From an optimization exercise on the open Yosys and OpenROAD flow, aimed at small area; shortcuts taken in it are not production practice.
In this exercise RTL edits were held to simulation tests only and were not proved equivalent to the original.
No activity file was given, so power comes from the tool's default toggle rates.

`design.v`:
```
`timescale 1ns / 1ps
module rand_gen(
    input wire clk,
    input wire reset,
    input wire en,
    output reg [3:0] rand_out
    );
    always @ (posedge clk) begin
        if (reset) rand_out <= 4'd1;
        else if (en) rand_out <= rand_out * 4'd13 + 4'd9;
    end
endmodule
`timescale 1ns / 1ps
module barrel(
    input wire clk,
    input wire reset,
    input wire en,
    input wire rst,
    input wire start,
    input wire game_over,
    input wire rand_match,
    output reg [9:0] x,
    output reg [8:0] y,
    output reg [1:0] state,
    output wire [2:0] animation_state
    );
    localparam BARREL_INITIAL = 2'b00,
               BARREL_ROLLING = 2'b01,
               BARREL_FALLING = 2'b10;
    reg sx;          
    reg sy;          
    reg [4:0] animation_counter;
    reg [1:0] next_state;
    wire y90  = y == 9'd90;
    wire y91  = y == 9'd91;
    wire y173 = y == 9'd173;
    wire y262 = y == 9'd262;
    wire y352 = y == 9'd352;
    wire y437 = y == 9'd437;
    wire x_right = x >= 10'd591;
    wire x_left  = x <= 10'd7;
    wire lad1 = x >= 10'd539 & x <= 10'd549;
    wire lad2 = x >= 10'd46  & x <= 10'd56;
    wire lad3 = x >= 10'd544 & x <= 10'd554;
    wire lad4 = x >= 10'd51  & x <= 10'd61;
    wire COLLATION_DOWN = y437 | ((y91 | y262) & ~x_right) | ((y173 | y352) & ~x_left);
    wire EN_FALL = (y91 & lad1) | (y173 & lad2) | (y262 & lad3) | (y352 & lad4);
    wire land = COLLATION_DOWN & ~EN_FALL;
    wire over = game_over | (y437 & x == 10'd561);
    wire turn = sx ? (x <= 10'd5) : (x >= 10'd608);
    always @(posedge clk) begin
        if (reset) begin
            x <= 10'd203;
            y <= 9'd90;
            sx <= 1'b0;
            sy <= 1'b0;
            state <= BARREL_INITIAL;
            animation_counter <= 5'd0;
        end
        else if (en) begin
            state <= next_state;
            sy <= state == BARREL_FALLING;
            case (state)
                BARREL_INITIAL: begin
                    x <= 10'd203;
                    y <= 9'd90;
                    sx <= 1'b0;
                end
                BARREL_ROLLING: begin
                    if (turn) sx <= ~sx;
                    else x <= sx ? x - 10'd1 : x + 10'd1;
                    animation_counter <= animation_counter + 1'b1;
                end
                BARREL_FALLING: begin
                    y <= y + {8'd0, sy & ~land};
                    animation_counter <= animation_counter + 1'b1;
                end
                default: ;
            endcase
        end
    end
    assign animation_state = (state == BARREL_FALLING) ? {2'b10, ~animation_counter[4]}
                                                       : {1'b0, animation_counter[4:3]};
    always @(*) begin
        next_state = state;
        case (state)
            BARREL_INITIAL: if (start & ~rst) next_state = BARREL_ROLLING;
            BARREL_ROLLING: begin
                if (rst | over) next_state = BARREL_INITIAL;
                else if (~COLLATION_DOWN | (EN_FALL & rand_match)) next_state = BARREL_FALLING;
            end
            BARREL_FALLING: begin
                if (rst | over) next_state = BARREL_INITIAL;
                else if (land) next_state = BARREL_ROLLING;
            end
            default: ;
        endcase
    end
endmodule
`timescale 1ns / 1ps
module mario(
    input wire clk,   
    input wire reset,   
    input wire en,   
    input wire rst,   
    input wire start, 
    input wire over,  
    input wire [4:0] keydown,   
    output reg [9:0] x,   
    output reg [8:0] y,   
    output reg [2:0] state,   
    output reg [3:0] animation_state   
    );
    localparam MARIO_INITIAL  = 3'b000,   
               MARIO_FLYING   = 3'b001,
               MARIO_JUMPING  = 3'b010,
               MARIO_WALKING  = 3'b011,
               MARIO_STANDING = 3'b100,
               MARIO_DYING    = 3'b101,
               MARIO_CLAMPING = 3'b110;
    localparam MARIO_STAND       = 4'b0000,   
               MARIO_WALK_LEFT1  = 4'b0001,
               MARIO_WALK_LEFT2  = 4'b0010,
               MARIO_WALK_LEFT3  = 4'b0011,
               MARIO_WALK_RIGHT1 = 4'b0100,
               MARIO_WALK_RIGHT2 = 4'b0101,
               MARIO_WALK_RIGHT3 = 4'b1110,
               MARIO_FLY_LEFT    = 4'b0110,
               MARIO_FLY_RIGHT   = 4'b0111,
               MARIO_CLAMP1      = 4'b1000,
               MARIO_CLAMP2      = 4'b1001,
               MARIO_DIE1        = 4'b1010,
               MARIO_DIE2        = 4'b1011,
               MARIO_DIE3        = 4'b1100,
               MARIO_DIE4        = 4'b1101;
    localparam TOP_BOARD = 9'd5,   
               BOTTOM_BOARD = 9'd461,
               LEFT_BOARD = 10'd5,
               RIGHT_BOARD = 10'd640;
    localparam land0lx = 10'd250,   
               land0ly =  9'd53,
               land0rx = 10'd388,
               land0ry =  9'd70,
               land1lx = 10'd0,
               land1ly =  9'd115,
               land1rx = 10'd591,
               land1ry =  9'd131,
               land2lx = 10'd49,
               land2ly =  9'd197,
               land2rx = 10'd640,
               land2ry =  9'd213,
               land3lx = 10'd0,
               land3ly =  9'd286,
               land3rx = 10'd591,
               land3ry =  9'd302,
               land4lx = 10'd49,
               land4ly =  9'd376,
               land4rx = 10'd640,
               land4ry =  9'd393,
               land5lx = 10'd0,
               land5ly =  9'd461,
               land5rx = 10'd640,
               land5ry =  9'd479;
    localparam ladder0lx = 10'd339,   
               ladder0ly =  9'd15,
               ladder0rx = 10'd353,
               ladder0ry =  9'd81,
               ladder1lx = 10'd541,
               ladder1ly =  9'd77,
               ladder1rx = 10'd555,
               ladder1ry =  9'd163,
               ladder2lx = 10'd48,
               ladder2ly =  9'd159,
               ladder2rx = 10'd62,
               ladder2ry =  9'd252,
               ladder3lx = 10'd546,
               ladder3ly =  9'd248,
               ladder3rx = 10'd560,
               ladder3ry =  9'd342,
               ladder4lx = 10'd53,
               ladder4ly =  9'd338,
               ladder4rx = 10'd67,
               ladder4ry =  9'd427;
    localparam MARIO_INITIAL_X = 10'd450,   
               MARIO_INITIAL_Y = 9'd425;
    localparam MARIO_HEIGHT = 9'd36,   
	           MARIO_WIDTH  = 10'd34;
    localparam MOVSPEED_X = 3'd4,   
               MOVSPEED_Y = 6'd50,
               CLAMPSPEED = 3'd3,
               ACCELERATION_Y = 3'd3;
    wire COLLATION_LEFT, COLLATION_RIGHT, COLLATION_DOWN, COLLATION_UP;
    wire KEYUP, KEYDOWN, KEYLEFT, KEYRIGHT, KEYJUMP;
    wire EN_CLAMP_DOWN, EN_CLAMP_UP;
    assign COLLATION_RIGHT = (x + MARIO_WIDTH  >= RIGHT_BOARD) |
                             (y < land0ry & y + MARIO_HEIGHT > land0ly) & (x + MARIO_WIDTH >= land0lx & x + MARIO_WIDTH <= land0rx) |
                             (y < land1ry & y + MARIO_HEIGHT > land1ly) & (x + MARIO_WIDTH >= land1lx & x + MARIO_WIDTH <= land1rx) |
                             (y < land2ry & y + MARIO_HEIGHT > land2ly) & (x + MARIO_WIDTH >= land2lx & x + MARIO_WIDTH <= land2rx) |
                             (y < land3ry & y + MARIO_HEIGHT > land3ly) & (x + MARIO_WIDTH >= land3lx & x + MARIO_WIDTH <= land3rx) |
                             (y < land4ry & y + MARIO_HEIGHT > land4ly) & (x + MARIO_WIDTH >= land4lx & x + MARIO_WIDTH <= land4rx) |
                             (y < land5ry & y + MARIO_HEIGHT > land5ly) & (x + MARIO_WIDTH >= land5lx & x + MARIO_WIDTH <= land5rx);
    assign COLLATION_LEFT  = (x <= LEFT_BOARD) |
                             ((y < land0ry & y + MARIO_HEIGHT > land0ly) & (x >= land0lx & x <= land0rx)) |
                             ((y < land1ry & y + MARIO_HEIGHT > land1ly) & (x >= land1lx & x <= land1rx)) |
                             ((y < land2ry & y + MARIO_HEIGHT > land2ly) & (x >= land2lx & x <= land2rx)) |
                             ((y < land3ry & y + MARIO_HEIGHT > land3ly) & (x >= land3lx & x <= land3rx)) |
                             ((y < land4ry & y + MARIO_HEIGHT > land4ly) & (x >= land4lx & x <= land4rx)) |
                             ((y < land5ry & y + MARIO_HEIGHT > land5ly) & (x >= land5lx & x <= land5rx));
    assign COLLATION_DOWN  = (y + MARIO_HEIGHT >= BOTTOM_BOARD) | 
                             ((x < land0rx & x + MARIO_WIDTH > land0lx) & (y + MARIO_HEIGHT >= land0ly & y + MARIO_HEIGHT <= land0ry)) |
                             ((x < land1rx & x + MARIO_WIDTH > land1lx) & (y + MARIO_HEIGHT >= land1ly & y + MARIO_HEIGHT <= land1ry)) |
                             ((x < land2rx & x + MARIO_WIDTH > land2lx) & (y + MARIO_HEIGHT >= land2ly & y + MARIO_HEIGHT <= land2ry)) |
                             ((x < land3rx & x + MARIO_WIDTH > land3lx) & (y + MARIO_HEIGHT >= land3ly & y + MARIO_HEIGHT <= land3ry)) |
                             ((x < land4rx & x + MARIO_WIDTH > land4lx) & (y + MARIO_HEIGHT >= land4ly & y + MARIO_HEIGHT <= land4ry)) |
                             ((x < land5rx & x + MARIO_WIDTH > land5lx) & (y + MARIO_HEIGHT >= land5ly & y + MARIO_HEIGHT <= land5ry));
    assign COLLATION_UP    = (y <= TOP_BOARD) |
                             ((x < land0rx & x + MARIO_WIDTH > land0lx) & (y >= land0ly & y <= land0ry)) |
                             ((x < land1rx & x + MARIO_WIDTH > land1lx) & (y >= land1ly & y <= land1ry)) |
                             ((x < land2rx & x + MARIO_WIDTH > land2lx) & (y >= land2ly & y <= land2ry)) |
                             ((x < land3rx & x + MARIO_WIDTH > land3lx) & (y >= land3ly & y <= land3ry)) |
                             ((x < land4rx & x + MARIO_WIDTH > land4lx) & (y >= land4ly & y <= land4ry)) |
                             ((x < land5rx & x + MARIO_WIDTH > land5lx) & (y >= land5ly & y <= land5ry));
    assign KEYUP    = keydown[0];
    assign KEYLEFT  = keydown[1];
    assign KEYRIGHT = keydown[2];
    assign KEYDOWN  = keydown[3];
    assign KEYJUMP  = keydown[4];
    assign EN_CLAMP_UP   = (x > 300 && x < 400) | 
                           (x >= ladder0lx & x <= ladder0rx & y > ladder0ly & y < ladder0ry) |
                           (x >= ladder1lx & x <= ladder1rx & y > ladder1ly & y < ladder1ry) |
                           (x >= ladder2lx & x <= ladder2rx & y > ladder2ly & y < ladder2ry) |
                           (x >= ladder3lx & x <= ladder3rx & y > ladder3ly & y < ladder3ry) |
                           (x >= ladder4lx & x <= ladder4rx & y > ladder4ly & y < ladder4ry);
    assign EN_CLAMP_DOWN = (x > 300 && x < 400) |
                           (x >= ladder0lx & x <= ladder0rx & y > ladder0ly & y < ladder0ry) |
                           (x >= ladder1lx & x <= ladder1rx & y > ladder1ly & y < ladder1ry) |
                           (x >= ladder2lx & x <= ladder2rx & y > ladder2ly & y < ladder2ry) |
                           (x >= ladder3lx & x <= ladder3rx & y > ladder3ly & y < ladder3ry) |
                           (x >= ladder4lx & x <= ladder4rx & y > ladder4ly & y < ladder4ry);
    reg sx_nz, sx_neg;
    wire signed [9:0] SPEED_X = sx_nz ? (sx_neg ? -10'sd4 : 10'sd4) : 10'sd0;
    reg signed [9:0] vq;
    reg signed [4:0] vr;
    wire signed [12:0] SPEED_Y = {{3{vq[9]}}, vq};
    wire v_neg = vq[9] | vr[4];
    wire v_wrap = (vq == 10'sd409) & (vr >= 5'sd3);                        
    wire v_carry = v_neg ? (vq[9] & (vr >= -5'sd2) & (vr <= 5'sd0)) : (vr >= 5'sd7);
    wire signed [9:0] vq_acc = v_wrap ? -10'sd409 : (v_carry ? vq + 10'sd1 : vq);
    wire signed [4:0] vr_acc = v_wrap ? vr - 5'sd9 : (v_carry ? vr - 5'sd7 : vr + 5'sd3);
    reg [2:0] next_state;
    reg [4:0] animation_counter;
    reg last_direction;
    always@ (posedge clk) begin   
      if (reset) begin   
        x <= MARIO_INITIAL_X;
        y <= MARIO_INITIAL_Y;
        sx_nz <= 1'b0;
        sx_neg <= 1'b0;
        vq <= 10'sd0;
        vr <= 5'sd0;
        state <= MARIO_INITIAL;
        animation_counter <= 0;
        last_direction <= 1'b1;
      end
      else if (en) begin
        state <= next_state;
        case (state)
            MARIO_INITIAL: begin   
                x <= MARIO_INITIAL_X;
                y <= MARIO_INITIAL_Y;
            end
            MARIO_JUMPING: begin   
                vq <= -10'sd5;
                vr <= 5'sd0;
            end
            MARIO_FLYING: begin   
                animation_counter <= animation_counter + 1'b1;
                if(y + SPEED_Y < TOP_BOARD) begin   
                    y <= TOP_BOARD;
                end 
                else if((y + SPEED_Y > land0ly & y + SPEED_Y < land0ry) & (x + SPEED_X < land0rx & x + SPEED_X + MARIO_WIDTH > land0lx)) begin
                    y <= land0ry;
                end
                else if((y + SPEED_Y > land1ly & y + SPEED_Y < land1ry) & (x + SPEED_X < land1rx & x + SPEED_X + MARIO_WIDTH > land1lx)) begin
                    y <= land1ry;
                end
                else if((y + SPEED_Y > land2ly & y + SPEED_Y < land2ry) & (x + SPEED_X < land2rx & x + SPEED_X + MARIO_WIDTH > land2lx)) begin
                    y <= land2ry;
                end
                else if((y + SPEED_Y > land3ly & y + SPEED_Y < land3ry) & (x + SPEED_X < land3rx & x + SPEED_X + MARIO_WIDTH > land3lx)) begin
                    y <= land3ry;
                end
                else if((y + SPEED_Y > land4ly & y + SPEED_Y < land4ry) & (x + SPEED_X < land4rx & x + SPEED_X + MARIO_WIDTH > land4lx)) begin
                    y <= land4ry;
                end
                else if((y + SPEED_Y > land5ly & y + SPEED_Y < land5ry) & (x + SPEED_X < land5rx & x + SPEED_X + MARIO_WIDTH > land5lx)) begin
                    y <= land5ry;
                end 
                else if(y + MARIO_HEIGHT + SPEED_Y > BOTTOM_BOARD) begin
                    y <= BOTTOM_BOARD - MARIO_HEIGHT;
                end
                else if((y + MARIO_HEIGHT + SPEED_Y > land0ly & y + MARIO_HEIGHT + SPEED_Y < land0ry) & (x + SPEED_X < land0rx & x + SPEED_X + MARIO_WIDTH > land0lx)) begin
                    y <= land0ly - MARIO_HEIGHT;
                end
                else if((y + MARIO_HEIGHT + SPEED_Y > land1ly & y + MARIO_HEIGHT + SPEED_Y < land1ry) & (x + SPEED_X < land1rx & x + SPEED_X + MARIO_WIDTH > land1lx)) begin
                    y <= land1ly - MARIO_HEIGHT;
                end
                else if((y + MARIO_HEIGHT + SPEED_Y > land2ly & y + MARIO_HEIGHT + SPEED_Y < land2ry) & (x + SPEED_X < land2rx & x + SPEED_X + MARIO_WIDTH > land2lx)) begin
                    y <= land2ly - MARIO_HEIGHT;
                end
                else if((y + MARIO_HEIGHT + SPEED_Y > land3ly & y + MARIO_HEIGHT + SPEED_Y < land3ry) & (x + SPEED_X < land3rx & x + SPEED_X + MARIO_WIDTH > land3lx)) begin
                    y <= land3ly - MARIO_HEIGHT;
                end
                else if((y + MARIO_HEIGHT + SPEED_Y > land4ly & y + MARIO_HEIGHT + SPEED_Y < land4ry) & (x + SPEED_X < land4rx & x + SPEED_X + MARIO_WIDTH > land4lx)) begin
                    y <= land4ly - MARIO_HEIGHT;
                end
                else if((y + MARIO_HEIGHT + SPEED_Y > land5ly & y + MARIO_HEIGHT + SPEED_Y < land5ry) & (x + SPEED_X < land5rx & x + SPEED_X + MARIO_WIDTH > land5lx)) begin
                    y <= land5ly - MARIO_HEIGHT;
                end
                else y <= y + SPEED_Y;
                if(x + SPEED_X < LEFT_BOARD) begin
                    x <= LEFT_BOARD;
                    sx_nz <= 1'b0;
                end
                else if(x + MARIO_WIDTH + SPEED_X > RIGHT_BOARD) begin
                    x <= RIGHT_BOARD - MARIO_WIDTH;
                    sx_nz <= 1'b0;
                end
                else x <= x + SPEED_X;   
                vq <= vq_acc;
                vr <= vr_acc;
            end
            MARIO_WALKING: begin   
                animation_counter <= animation_counter + 1'b1;
                vq <= 10'sd0;
                vr <= 5'sd0;
                sx_nz <= 1'b1;
                sx_neg <= KEYLEFT;
                if(KEYLEFT) last_direction <= 1;
                else if(KEYRIGHT) last_direction <= 0;
                if(x + SPEED_X < LEFT_BOARD)  
                    x <= LEFT_BOARD;
                else if(x + MARIO_WIDTH + SPEED_X > RIGHT_BOARD)   
                    x <= RIGHT_BOARD - MARIO_WIDTH;
                else x <= x + SPEED_X;   
            end
            MARIO_STANDING: begin   
                sx_nz <= 1'b0;
                vq <= 10'sd0;
                vr <= 5'sd0;
            end
            MARIO_DYING: begin   
                animation_counter <= animation_counter + 1'b1;
                sx_nz <= 1'b0;
                vq <= 10'sd0;
                vr <= 5'sd0;
            end
            MARIO_CLAMPING: begin   
                sx_nz <= 1'b0;
                vq <= 10'sd0;
                vr <= 5'sd0;
                if(KEYUP | KEYDOWN) begin
                    animation_counter <= animation_counter + 1'b1;
                    if(KEYUP) begin   
                        if(y - CLAMPSPEED < TOP_BOARD)
                            y <= TOP_BOARD;
                        else y <= y - CLAMPSPEED;
                    end
                    else begin   
                        if(y + MARIO_HEIGHT + CLAMPSPEED > BOTTOM_BOARD)
                            y <= BOTTOM_BOARD - MARIO_HEIGHT;
                        else y <= y + CLAMPSPEED;
                    end
                end
            end
        endcase
      end
    end
    always@ (*) begin   
        case(state)
            MARIO_FLYING: begin   
                if(last_direction) animation_state = MARIO_FLY_LEFT;
                else animation_state = MARIO_FLY_RIGHT;
            end
            MARIO_WALKING: begin   
                if(SPEED_X > 0) begin
                    case (animation_counter[3:2])
                        2'b00: animation_state = MARIO_WALK_RIGHT1;
                        2'b01: animation_state = MARIO_WALK_RIGHT3;
                        2'b10: animation_state = MARIO_WALK_RIGHT2;
                        2'b11: animation_state = MARIO_WALK_RIGHT3;
                    endcase
                end
                else begin
                    case (animation_counter[3:2])
                        2'b00: animation_state = MARIO_WALK_LEFT1;
                        2'b01: animation_state = MARIO_WALK_LEFT3;
                        2'b10: animation_state = MARIO_WALK_LEFT2;
                        2'b11: animation_state = MARIO_WALK_LEFT3;
                    endcase
                end
            end
            MARIO_DYING: begin   
                case (animation_counter[4:3])
                    2'b00: animation_state = MARIO_DIE1;
                    2'b01: animation_state = MARIO_DIE2;
                    2'b10: animation_state = MARIO_DIE3;
                    2'b11: animation_state = MARIO_DIE4;
                endcase
            end
            MARIO_CLAMPING: begin   
                if(KEYDOWN | KEYUP) begin
                    case (animation_counter[2:1])
                        2'b00: animation_state = MARIO_CLAMP1;
                        2'b01: animation_state = MARIO_CLAMP1;
                        2'b10: animation_state = MARIO_CLAMP2;
                        2'b11: animation_state = MARIO_CLAMP2;
                    endcase
                end
                else animation_state = MARIO_CLAMP1;
            end
            default: animation_state = last_direction ? MARIO_WALK_LEFT3 : MARIO_WALK_RIGHT3;
        endcase
    end
    always@ (*) begin  
        next_state = state;
        case(state)
            MARIO_INITIAL: begin
                if(start & (~rst)) next_state = MARIO_STANDING;
                else next_state = MARIO_INITIAL;
            end
            MARIO_JUMPING: begin
                if(rst) next_state = MARIO_INITIAL;
                else if(over) next_state = MARIO_DYING;
                else next_state = MARIO_FLYING;
            end
            MARIO_FLYING: begin
                if(rst) next_state = MARIO_INITIAL;
                else if(over) next_state = MARIO_DYING;
                else if(COLLATION_DOWN & ~v_neg) next_state = MARIO_STANDING;   
                else next_state = MARIO_FLYING;
            end
            MARIO_WALKING: begin
                if(rst) next_state = MARIO_INITIAL;
                else if(over) next_state = MARIO_DYING;
                else if(~COLLATION_DOWN) next_state = MARIO_FLYING;
                else if(KEYJUMP) next_state = MARIO_JUMPING;   
                else if(KEYUP & EN_CLAMP_UP) next_state = MARIO_CLAMPING;
                else if(KEYDOWN & EN_CLAMP_DOWN) next_state = MARIO_CLAMPING;
                else if((~KEYLEFT) & (~KEYRIGHT)) next_state = MARIO_STANDING;
                else next_state = MARIO_WALKING;
            end
            MARIO_STANDING: begin
                if(rst) begin
                    next_state = MARIO_INITIAL;
                end
                else if(over) begin
                    next_state = MARIO_DYING;
                end
                else if(~COLLATION_DOWN) begin
                    next_state = MARIO_FLYING;
                end
                else if(KEYJUMP) begin   
                    next_state = MARIO_JUMPING;
                end
                else if(KEYUP & EN_CLAMP_UP) begin
                    next_state = MARIO_CLAMPING;
                end
                else if(KEYDOWN & EN_CLAMP_DOWN) begin
                    next_state = MARIO_CLAMPING;
                end
                else if(KEYLEFT | KEYRIGHT) begin
                    next_state = MARIO_WALKING;
                end
                else next_state = MARIO_STANDING;
            end
            MARIO_DYING: begin
                if(rst) begin
                    next_state = MARIO_INITIAL;
                end
                else next_state = MARIO_DYING;
            end
            MARIO_CLAMPING: begin
                if(rst) begin
                    next_state = MARIO_INITIAL;
                end
                else if(over) begin
                    next_state = MARIO_DYING;
                end
                else if(COLLATION_DOWN & KEYJUMP) begin
                    next_state = MARIO_JUMPING;
                end
                else if(KEYLEFT & (~COLLATION_LEFT)) begin   
                    next_state = MARIO_WALKING;
                end
                else if(KEYRIGHT & (~COLLATION_RIGHT)) begin   
                    next_state = MARIO_WALKING;
                end
                else if(EN_CLAMP_UP | EN_CLAMP_DOWN) begin
                    next_state = MARIO_CLAMPING;
                end
                else begin
                    next_state = MARIO_STANDING;
                end
            end
        endcase
    end
endmodule
`timescale 1ns / 1ps
module kong(
    input wire clk,
    input wire reset,
    input wire en,
    input wire rst,
    input wire start,
    input wire over,
    output reg [3:0] drop_count,   
    output reg state,
    output reg [1:0] animation_state
    );
    localparam KONG_INITIAL = 1'b0,
               KONG_PLAYING = 1'b1;
    localparam KONG_NORMAL = 2'b00,
               KONG_GET    = 2'b01,
               KONG_HOLD   = 2'b10,
               KONG_DROP   = 2'b11;
    reg [2:0] animation_counter;   
    reg [5:0] clk_div;             
    always @(posedge clk) begin
      if (reset) begin
        state <= KONG_INITIAL;
        clk_div <= 6'd0;
      end
      else if (en) begin
        state <= state ? ~(rst | over) : (start & ~rst);
        clk_div <= clk_div + 1'b1;
      end
    end
    always @(posedge clk) begin
      if (reset) begin
        animation_state <= KONG_NORMAL;
        drop_count <= 4'd0;
        animation_counter <= 3'd0;
      end
      else if (en && clk_div == 6'b011111) begin
        if (state == KONG_INITIAL) animation_state <= KONG_NORMAL;
        else begin
            case (animation_state)
                KONG_GET: animation_state <= KONG_HOLD;
                KONG_HOLD: animation_state <= KONG_DROP;
                KONG_DROP: begin
                    animation_state <= KONG_NORMAL;
                    drop_count <= drop_count + 1'b1;
                end
                KONG_NORMAL: begin
                    if (animation_counter == 3'b101) begin
                        animation_counter <= 3'd0;
                        animation_state <= KONG_GET;
                    end
                    else animation_counter <= animation_counter + 1'b1;
                end
            endcase
        end
      end
    end
endmodule
`timescale 1ns / 1ps
module queue(
    input wire clk,
    input wire reset,
    input wire en,
    input wire state,
    output reg animation_state
    );
    reg [4:0] animation_counter;
    always @(posedge clk) begin
      if (reset) begin
        animation_state <= 1'b1;
        animation_counter <= 5'd0;
      end
      else if (en) begin
        if (state) begin
            animation_state <= ~animation_counter[4];
            animation_counter <= animation_counter + 1'b1;
        end
        else animation_state <= 1'b1;
      end
    end
endmodule
`timescale 1ns / 1ps
module state_fsm(
    input wire clk,
    input wire reset,
    input wire start,
    input wire restart,
    input wire over,
    input wire success,
    output reg [1:0] state
    );
    localparam GAME_INITIAL = 2'b00,   
               GAME_RUNNING = 2'b01,
               GAME_OVER    = 2'b10,
               GAME_SUCCESS = 2'b11;
    reg [1:0] next_state;
    always @ (posedge clk) begin
        if (reset) state <= GAME_INITIAL;   
        else state <= next_state;
    end
    always@ (*) begin   
        next_state = state;
        case (state)
            GAME_INITIAL: begin
                if (start & ~restart)
                    next_state = GAME_RUNNING;
            end
            GAME_RUNNING: begin
                if (over) begin
                    next_state = GAME_OVER;
                end
                else if (restart) begin
                    next_state = GAME_INITIAL;
                end
                else if (success) begin
                    next_state = GAME_SUCCESS;
                end
            end
            GAME_OVER: begin
                if (restart) begin
                    next_state = GAME_INITIAL;
                end
            end
            GAME_SUCCESS: begin
                if(restart) begin
                    next_state = GAME_INITIAL;
                end
            end
        endcase
    end
endmodule
`timescale 1ns / 1ps
module WelStateControl(
	 input wire clk,
	 input wire reset,
	 input wire start,
	 input wire [4:0] movement,
    output reg [1:0] state
    );
	localparam Welcome_choice1 = 2'b00,
              Welcome_choice2 = 2'b01,
              Acknowledge   =   2'b10,
				  StartRunning  =   2'b11; 
	reg [1:0] next_state;
	always @ (posedge clk) begin
        if (reset) state <= 2'b00;
        else state <= next_state;
   end
	always@ (*) begin
		if(start == 1)begin 
			  next_state = state;
			  case (state)
					Welcome_choice1: 
					begin
						 if (movement[4]) next_state = StartRunning;
						 else if(movement[3]) next_state = Welcome_choice2; 
					end
					Welcome_choice2:
					begin
						 if (movement[4]) next_state = Acknowledge;
						 else if (movement[0]) next_state = Welcome_choice1;
					end
					Acknowledge: 
					begin
						 if (movement[1]) next_state = Welcome_choice2;
					end
			  endcase
		 end
		 else next_state = Welcome_choice1;
    end
endmodule
`timescale 1ns / 1ps
module score(
    input wire clk,
    input wire rst,             
    input wire same_floor,
    input wire intersection,
    input wire mario_jumping,
    output wire goal,           
    output wire wrap            
);
    localparam [1:0] S_IDLE = 2'd0, S_OVER = 2'd1, S_GOAL = 2'd2;
    reg [1:0] state;
    reg [10:0] cnt;             
    wire fb = cnt[10] ^ cnt[8] ^ (cnt[9:0] == 10'd0);
    wire [10:0] cnt_next = {cnt[9:0], fb};
    assign goal = state == S_GOAL;
    assign wrap = goal & (cnt == 11'b10000000000);
    always @(posedge clk) begin
        if (rst) begin
            state <= S_IDLE;
            cnt <= 11'd0;
        end
        else begin
            if (goal) cnt <= cnt_next;
            case (state)
                S_OVER: state <= ~same_floor ? S_IDLE :
                                 intersection ? S_OVER :
                                 mario_jumping ? S_GOAL : S_IDLE;
                S_GOAL: state <= S_IDLE;
                default: state <= (same_floor & intersection) ? S_OVER : S_IDLE;
            endcase
        end
    end
endmodule
`timescale 1ns / 1ps
module dk_core(
	input wire clk,
	input wire reset,
	input wire tick_fast,
	input wire tick_slow,
	input wire [4:0] keys,
	input wire [1:0] SW,
	output wire [1:0] game_state,
	output wire [1:0] menu_state,
	output wire [9:0] mario_x,
	output wire [8:0] mario_y,
	output wire [2:0] mario_state,
	output wire [3:0] mario_anim,
	output wire kong_state,
	output wire [1:0] kong_anim,
	output wire queue_state,
	output wire queue_anim,
	output wire [159:0] barrel_x_all,
	output wire [143:0] barrel_y_all,
	output wire [31:0] barrel_state_all,
	output wire [47:0] barrel_anim_all,
	output wire collision,
	output wire [23:0] score_bcd
    );
	localparam GAME_INITIAL = 2'b00,
	           GAME_RUNNING = 2'b01,
	           GAME_OVER    = 2'b10,
	           GAME_SUCCESS = 2'b11;
	wire over, success;
	wire [1:0] cur_state;
	wire [1:0] W_state;
	wire g_init = cur_state == GAME_INITIAL;
	wire g_run  = cur_state == GAME_RUNNING;
	wire g_over = cur_state == GAME_OVER;
	assign success = mario_y < 30 && (mario_x > 250 && mario_x < 350) && mario_state == 3'b100;
	state_fsm StateControl(.clk(clk), .reset(reset), .start(W_state[0] & W_state[1]), .restart(SW[1]),
	                       .over(over), .success(success), .state(cur_state));
	WelStateControl Wel00(.clk(clk), .reset(reset), .start(g_init), .movement(keys), .state(W_state));
	assign game_state = cur_state;
	assign menu_state = W_state;
	mario myMario(.clk(clk), .reset(reset), .en(tick_slow),
	              .rst(g_init), .start(g_run), .over(g_over),
	              .keydown(keys),
	              .x(mario_x), .y(mario_y),
	              .state(mario_state),
	              .animation_state(mario_anim));
	wire [3:0] drop_count;
	kong myKong(.clk(clk), .reset(reset), .en(tick_slow),
	            .rst(g_init), .start(g_run), .over(g_over),
	            .drop_count(drop_count),
	            .state(kong_state),
	            .animation_state(kong_anim));
	assign queue_state = kong_state;
	queue myQueue(.clk(clk), .reset(reset), .en(tick_slow),
	              .state(kong_state),
	              .animation_state(queue_anim));
	wire [3:0] rnd;
	rand_gen rg(.clk(clk), .reset(reset), .en(tick_fast), .rand_out(rnd));
	wire rand_match = rnd[3:2] == 2'b10;
	localparam BARREL_NUM_MAX = 16;
	wire score_rst = reset | g_init;
	wire mario_jumping = mario_state == 3'b001;
	wire mario_low_ok = mario_y < 9'd476;
	wire [15:0] barrel_collision;
	wire [15:0] goal;
	wire [15:0] wrap;
	generate
		genvar i;
		for (i = 0; i < BARREL_NUM_MAX; i = i + 1) begin: barrel_generator
			wire [9:0] bx;
			wire [8:0] by;
			wire [1:0] bs;
			wire [2:0] ba;
			barrel myBarrel(.clk(clk), .reset(reset), .en(tick_fast),
			                .rst(g_init),
			                .start(g_run & (drop_count == i)),
			                .game_over(g_over),
			                .rand_match(rand_match),
			                .x(bx), .y(by), .state(bs), .animation_state(ba));
			wire signed [10:0] dx = {1'b0, bx} - {1'b0, mario_x};
			wire signed [9:0]  dy = {1'b0, by} - {1'b0, mario_y};
			wire falling = bs == 2'b10;
			wire rolling = bs == 2'b01;
			wire y_hit = dy >= -10'sd23 && dy <= 10'sd35;
			wire x_roll = dx >= -11'sd31 && dx <= 11'sd33;
			wire x_fall = (dx >= -11'sd41 && dx <= -11'sd9) || (dx >= 11'sd1 && dx <= 11'sd33);
			assign barrel_collision[i] = y_hit & ((rolling & x_roll) | (falling & x_fall));
			wire same_floor = mario_low_ok && dy >= 10'sd8 && dy <= 10'sd72;
			wire intersection = dx <= 11'sd33 && (falling ? dx >= -11'sd41 : dx >= -11'sd31);
			score myScore(.clk(clk), .rst(score_rst),
			              .same_floor(same_floor), .intersection(intersection),
			              .mario_jumping(mario_jumping),
			              .goal(goal[i]), .wrap(wrap[i]));
			assign barrel_x_all[10*i +: 10] = bx;
			assign barrel_y_all[9*i +: 9] = by;
			assign barrel_state_all[2*i +: 2] = bs;
			assign barrel_anim_all[3*i +: 3] = ba;
		end
	endgenerate
	reg [14:0] total;
	reg [4:0] n_goal, n_wrap;
	integer k;
	always @(*) begin
		n_goal = 5'd0;
		n_wrap = 5'd0;
		for (k = 0; k < BARREL_NUM_MAX; k = k + 1) begin
			n_goal = n_goal + goal[k];
			n_wrap = n_wrap + wrap[k];
		end
	end
	always @(posedge clk) begin
		if (score_rst) total <= 15'd0;
		else total <= total + {10'd0, n_goal} - {n_wrap[3:0], 11'd0};
	end
	reg [19:0] bcd;
	integer b, d;
	always @(*) begin
		bcd = 20'd0;
		for (b = 14; b >= 0; b = b - 1) begin
			for (d = 0; d < 5; d = d + 1)
				if (bcd[4*d +: 4] >= 4'd5) bcd[4*d +: 4] = bcd[4*d +: 4] + 4'd3;
			bcd = {bcd[18:0], total[b]};
		end
	end
	assign score_bcd = {4'd0, bcd};
	assign collision = |barrel_collision;
	reg [7:0] coll_run;
	always @(posedge clk) begin
		if (reset) coll_run <= 8'd0;
		else if (tick_slow) coll_run <= ~collision ? 8'd0 : (coll_run[7] ? coll_run : coll_run + 8'd1);
	end
	assign over = (~SW[0]) & (coll_run[7] | (mario_x < 183 && mario_y < 114));
endmodule
```
`run.sh`:
```
#!/bin/bash
# synth_recipe.tcl (not shown) runs the flow's synth.tcl, then flattens the netlist and writes it again
# the make line also repeats each setting of config.mk as NAME=value (left out here)
make -C /OpenROAD-flow-scripts/flow DESIGN_CONFIG=/design/flow/config.mk WORK_HOME=/design/flow/orfs CLKGATE_MAP_FILE= SYNTH_SCRIPT=/design/flow/synth_recipe.tcl finish
```
`constraint.sdc`:
```
create_clock -name core_clock -period 30.0 [get_ports {clk}]
set_input_delay 6.0000 -clock core_clock [delete_from_list [all_inputs] [get_ports {clk}]]
set_output_delay 6.0000 -clock core_clock [all_outputs]
set_load 0.01 [all_outputs]
```
`config.mk`:
```
export PLATFORM = sky130hd
export DESIGN_NAME = dk_core
export DESIGN_NICKNAME = dk_core
export VERILOG_FILES = /design/flow/design.v
export SDC_FILE = /design/flow/constraint.sdc
export NUM_CORES = 4
export LEC_CHECK = 0
export CAP_MARGIN = 20
export CORE_MARGIN = 2
export CORE_UTILIZATION = 40
export SLEW_MARGIN = 20
```
==> results.txt <==
CP max stage cell clkdlybuf4s50_1; vias per cell 5.80; sequential power share 41.4%; Critical Path AT 12.43 ns; Rel. slew slack 20.5%; clk latency of the worst-skew pair 0.76 ns; Post-DRT Antenna Nets 0; All-Layer GR Usage 26.0%; Pre-Repair DR Iteration Count 6; Syn Area/Cell 7.58 um^2; PnR Total Power 2.44 mW; Power Density 30.8 nW/um^2; sequential area share after synthesis 21.7%; delay-heaviest family, CP compound AO/OA/AOI/OAI gates; drt wl/cell 20.2 um; f_max 0.0543 GHz; Port-buffer cells 449; placed cell areas 75,800 um^2; worst-case clock skew 0.0441 ns; post-cts hold buffer count 0; Required @ worst endpoint 24.00 ns; RSZ-0062 raised after global routing no; cell taking the most area after synthesis dfxtp_1; Critical Path Max Stage Delay 0.57 ns; dpl ws 12.48 ns; root buf cell clkbuf_16; # clock sinks 754; via count 68,300; Commonest cells post-synth nor2_1, dfxtp_1, ha_1; post-DP HPWL 175,000 um; Worst-Margin Slew 1.16 ns; final setup fails 0; Overflow after GRT 0; DIE WIDTH 421 um; Comb power frac 7.5%; number of global-route vias before repair 64,500; CP dominant cell by count ha_1; Worst Setup Start Kind flip-flop; Area growth, synth to finish 14.1%; crit end category output pin; final hold vios 0; Post-synth EDFFs 0; Post-Syn Instances 9,161; # rows 152; Initial Util 40.4%; final instance area 79,200 um^2; fin crit share 61.4%; Ports 455; sw frac 26.7%; fillers 17,100; clk buf depth 3; asr flop ratio synth 0%; sw power 0.651 mW; total negative setup slack 0 ns; fraction of layout cells with a size suffix above 1 4.30%; Clock transition at path regs 0.06 ns; drt initial violations 5,229; CTS tree yes; Fin Hold WS 0.456 ns; Leak 30.9 nW; Yosys reg bits 754; Final #Nets 10,200; Area contributors post-synth dfxtp_1, ha_1, nor2_1, a21oi_1, xnor2_1; H-tree depth 3; first-pass GRT wire length 366,000 um; Worst VDD drop 0.0550 mV; Hold Crit Class reg2reg; post-route setup slack 11.57 ns; Num CTS Buffers 97; # DRC 0; number of setup buffers added after CTS 0; gp weighted congestion 0.931; Slew Limit Fails 0; top-area cell type share of the netlist area 21.7%; status finished clean; Tmin final 18.43 ns; largest net degree at the start of global routing 176; cell internal pwr 1.79 mW; final wirelength 238,000 um; ys flop type dfxtp_1; Die Y 421 um; Yosys Warn Count 9; count leader, synth nor2_1; Syn Std Cell Area 69,400 um^2; crit path kind reg2out; Crit Path Max Fanout 10; Clk network pwr share 51.1%; MaxCap Viol Count 0; core footprint 172,000 um^2; die area 177,000 um^2; antenna violations before repair 4; Post-CTS Resized 0; Bufs and invs on worst path 7; library cells used by synthesis 127
-- routing by layer --
| metal | up-vias | share of wire (%) | track usage (%) | wire (um) |
|---|---|---|---|---|
| met5 | - | 0 | 0 | 0 |
| met4 | 0 | 6.1 | 14.8 | 14600 |
| met3 | 523 | 6.0 | 4.29 | 14400 |
| met2 | 2025 | 46 | 43.1 | 109000 |
| met1 | 32400 | 42 | 31.8 | 100000 |
| li1 | 33400 | - | - | - |
-- cells in the final DEF (no fill, tap or decap), types with 249 or more instances in the layout --
cell	n
inv_1	605
dfxtp_1	751
xnor2_1	300
nand2_1	611
mux2i_1	249
nor2_1	1051
clkdlybuf4s50_1	447
a21oi_1	726
ha_1	741
o21ai_0	517
nand3_1	365
-- layout make-up --
cell class	count	area [um^2]	area share [%]
clock buffers	134	2740	3.45
inverters	635	2390	3.01
clock inverters	46	668	0.843
well taps	2310	2890	3.65
repair buffers	526	5090	6.43
flip-flops and latches	754	15100	19.1
diodes	3	7.51	0.00948
multi-input cells	7374	50300	63.5
-- power by group through the flow --
stage / clock network (mW) / registers, mW / logic [mW]
floorplan: 0 / 1.03 / 0.121
global placement: 0 / 1.03 / 0.177
detailed placement: 0 / 1.03 / 0.179
CTS: 1.28 / 1.01 / 0.180
global route: 1.32 / 1.01 / 0.199
finish: 1.25 / 1.01 / 0.182
-- cells by family after synthesis --
logic type / share of synthesized area, %
AOI/OAI and AO/OA: 22.4
xor gates and xnor gates: 6.37
adders and majority gates: 15.5
buffers and inverters: 5.77
DFF: 21.7
muxes: 4.02
other: 0.00540
and+or+nand+nor: 24.2
-- flip-flops by register name, indices dropped and copies added, names as in the netlist, 15 cells and up --
name,count
barrel_generator.myScore.cnt,176
barrel_generator.myBarrel.x,160
barrel_generator.myBarrel.y,144
barrel_generator.myBarrel.animation_counter,80
barrel_generator.myBarrel.state,32
barrel_generator.myScore.state,32
barrel_generator.myBarrel.sx,16
barrel_generator.myBarrel.sy,16
total,15
-- worst min-delay path, stage by stage (launching register included) --
cell and delay [ns]:
dfxtp_1 0.30, nand2_1 0.05, a21oi_1 0.05
-- metrics by stage --
| step | utilization (%) | cells |
|---|---|---|
| CTS | 46.1 | 11800 |
| finish | 46.1 | 11800 |
| floorplan | - | 9165 |
| detailed placement | 44.1 | 11600 |
| global route | 46.1 | 11800 |
| global placement | 44.1 | 11600 |
-- final timing paths --
path | start | endpoint | slack [ns] | cells past startpoint
worst min-delay path | barrel_generator[1].myBarrel.sy$_SDFFE_PP0P_ | barrel_generator[1].myBarrel.sy$_SDFFE_PP0P_ | 0.46 | 2
worst max-delay path | total[13]$_SDFF_PP0_ | score_bcd[9] | 11.57 | 44
worst min register to register | barrel_generator[1].myBarrel.sy$_SDFFE_PP0P_ | barrel_generator[1].myBarrel.sy$_SDFFE_PP0P_ | 0.46 | 2
worst max register to register | myMario.x[2]$_SDFFE_PP0P_ | coll_run[3]$_SDFFE_PP0P_ | 22.75 | 21

-- afterwards: timing with drivers on the ports --
How much do the figures lean on ideal ports? The routed layout below was timed once more, with nothing changed but the port constraints. Step 1 (the two cells are an assumption about what drives the block):
set clk [get_ports {clk}]
set_driving_cell -lib_cell sky130_fd_sc_hd__clkbuf_16 $clk
set_driving_cell -lib_cell sky130_fd_sc_hd__buf_2 [delete_from_list [all_inputs] $clk]
Step 2 moves the port delays by t, midway between the first and last clock arrival at a register: inputs arrive t later, outputs are due t later. That takes back most of the time a late clock gives input paths. Slacks: ideal / step 1 / step 2; pairs: ideal / step 1.
t (ns): 0.827
setup slack, ns: 11.570 / 11.487 / 12.314
worst hold slack (ns): 0.456 / 0.456 / 0.456
After both steps this run still meets setup and hold. The setup slack of this run moves by -0.083 ns with the drivers and by +0.744 ns with both steps.
